What follows belongs to an exercise in optimizing a design on an open flow for a short achievable clock period and few clock cycles; a production flow would make more cautious choices.
The RTL was checked by simulation tests, not by an equivalence proof against the original design.
Power is estimated from default activity; no workload was simulated.

Setup of try-umber:
==> flow/design.v (excerpt) <==
module core (
    input clk,
    input reset,
    output [11:0] imem_addr,
    input [15:0] imem_data,
    output wb_valid,
    output [2:0] wb_reg,
    output [15:0] wb_data
);
Size: about 640 flip-flops, ~50 I/O pins, about 0.030 sq mm of cells after synthesis.
==> flow/config.mk <==
export PLATFORM = sky130hd
export DESIGN_NAME = core
export DESIGN_NICKNAME = core
export VERILOG_FILES = /design/flow/design.v
export SDC_FILE = /design/flow/constraint.sdc
export NUM_CORES = 4
export LEC_CHECK = 0
export CAP_MARGIN = 20
export CORE_MARGIN = 2
export CORE_UTILIZATION = 50
export PLACE_DENSITY = 0.7
export SETUP_SLACK_MARGIN = 3.6
export SLEW_MARGIN = 20
export TNS_END_PERCENT = 100
==> flow/constraint.sdc <==
create_clock -name core_clock -period 6.0 [get_ports {clk}]
set_input_delay 1.2000 -clock core_clock [delete_from_list [all_inputs] [get_ports {clk}]]
set_output_delay 1.2000 -clock core_clock [all_outputs]
set_load 0.01 [all_outputs]
run.sh (not shown) runs the stock make flow with config.mk's settings and CLKGATE_MAP_FILE= SYNTH_SCRIPT=/design/flow/synth_recipe.tcl, a recipe that flattens the netlist after the stock synthesis.
try-umber finished end to end and its layout was clean on timing, DRC and antenna.
Testbench counts of try-umber, summed over its fixed seeds: cycles 66,292.
## Diff of input files: try-raven against try-umber
--- a/flow/config.mk
+++ b/flow/config.mk
@@ -8,7 +8,6 @@
 export CAP_MARGIN = 20
 export CORE_MARGIN = 2
-export CORE_UTILIZATION = 50
-export PLACE_DENSITY = 0.7
-export SETUP_SLACK_MARGIN = 3.6
+export CORE_UTILIZATION = 40
+export SETUP_SLACK_MARGIN = 3.5
 export SLEW_MARGIN = 20
 export TNS_END_PERCENT = 100
Comparing count of antenna diodes in the layout for try-raven and try-umber, the bigger number came from try-umber.
From try-umber to try-raven the numbers moved as follows: fraction of power consumed by combinational cells decreased 2.8 points; met3 wirelength from detailed routing decreased 4400 um; area growth from synthesis to final layout decreased 5.9 points; global-route usage decreased 7.8 points.
In the flow results for try-raven and try-umber, the final-layout non-clock buffer area share is smaller on try-raven.
Diff try-umber..try-raven | number of synthesized flops with an enable pin | unchanged
Per the comparison of try-raven with try-umber, met2 track demand over resource in global routing dropped 11 points, maximum frequency barely changed.
#### Input delta (try-zinc over try-raven)
--- a/flow/config.mk
+++ b/flow/config.mk
@@ -9,4 +9,5 @@
 export CORE_MARGIN = 2
 export CORE_UTILIZATION = 40
+export GPL_ROUTABILITY_DRIVEN = 0
 export SETUP_SLACK_MARGIN = 3.5
 export SLEW_MARGIN = 20
Results
- Min relative contribution of combinational cells to total power across try-raven and try-zinc: try-raven
- | part of the power in registers | lower: try-zinc |
- Pin count of the biggest net entering global routing, try-raven and try-zinc: higher on try-zinc
- Compared with try-raven, first-iteration DRC count in try-zinc increased by a few percent.
## Diff of input files: try-fjord against try-zinc
--- a/flow/config.mk
+++ b/flow/config.mk
@@ -9,5 +9,6 @@
 export CORE_MARGIN = 2
 export CORE_UTILIZATION = 40
-export GPL_ROUTABILITY_DRIVEN = 0
+export CTS_CLUSTER_DIAMETER = 100
+export CTS_CLUSTER_SIZE = 30
 export SETUP_SLACK_MARGIN = 3.5
 export SLEW_MARGIN = 20
### Flow results
try-fjord vs. try-zinc: switching share of power went up by 2.0 points. Diff try-fjord and try-zinc: detailed-route via count higher in try-zinc. After detailed routing, try-zinc needs more wire than try-fjord.
[inputs] try-cedar vs try-fjord
--- a/flow/config.mk
+++ b/flow/config.mk
@@ -6,9 +6,8 @@
 export NUM_CORES = 4
 export LEC_CHECK = 0
+export ABC_AREA = 1
 export CAP_MARGIN = 20
 export CORE_MARGIN = 2
 export CORE_UTILIZATION = 40
-export CTS_CLUSTER_DIAMETER = 100
-export CTS_CLUSTER_SIZE = 30
 export SETUP_SLACK_MARGIN = 3.5
 export SLEW_MARGIN = 20
==> comparison <==
When try-cedar is measured against try-fjord, its final wirelength turns out about 26% higher.
try-cedar ended with every stage complete and zero timing, DRC or antenna violations.
try-cedar against try-fjord: area after synthesis shows an increase of 7.5%; shortest period the worst path allows moved up; post-layout total power rose about 15%; count of nets after finishing now sits higher.

-- re-timing with driven ports --
The flow's constraints put no driver on any port. The routed layouts listed below were extracted and timed again, unchanged, in two steps.
Step 1, drivers: a clkbuf_16 drives clk and a buf_2 each remaining input, both assumed.
Step 2 times the ports against the registers' clock, not the clock port: input delays grow and output delays shrink by t, the midpoint of the rising clock arrivals with the driver on.
Slacks: ideal ports / drivers / drivers and shift; pairs: ideal ports / drivers.
run | t (ns) | slack for setup (ns) | worst hold slack (ns)
try-umber | 0.673 | 3.436 / 3.374 / 2.717 | 0.324 / 0.324 / 0.324
try-raven | 0.667 | 3.438 / 3.380 / 2.794 | 0.327 / 0.327 / 0.327
try-zinc | 0.676 | 3.370 / 3.343 / 2.667 | 0.325 / 0.325 / 0.325
try-fjord | 0.679 | 3.394 / 3.336 / 2.794 | 0.339 / 0.339 / 0.339
try-cedar | 0.695 | 3.382 / 3.315 / 2.826 | 0.323 / 0.323 / 0.323
After both steps every run listed still meets setup and hold. For try-umber, which loses most, drivers alone change the setup slack by -0.062 ns; drivers and shift together by -0.719 ns.
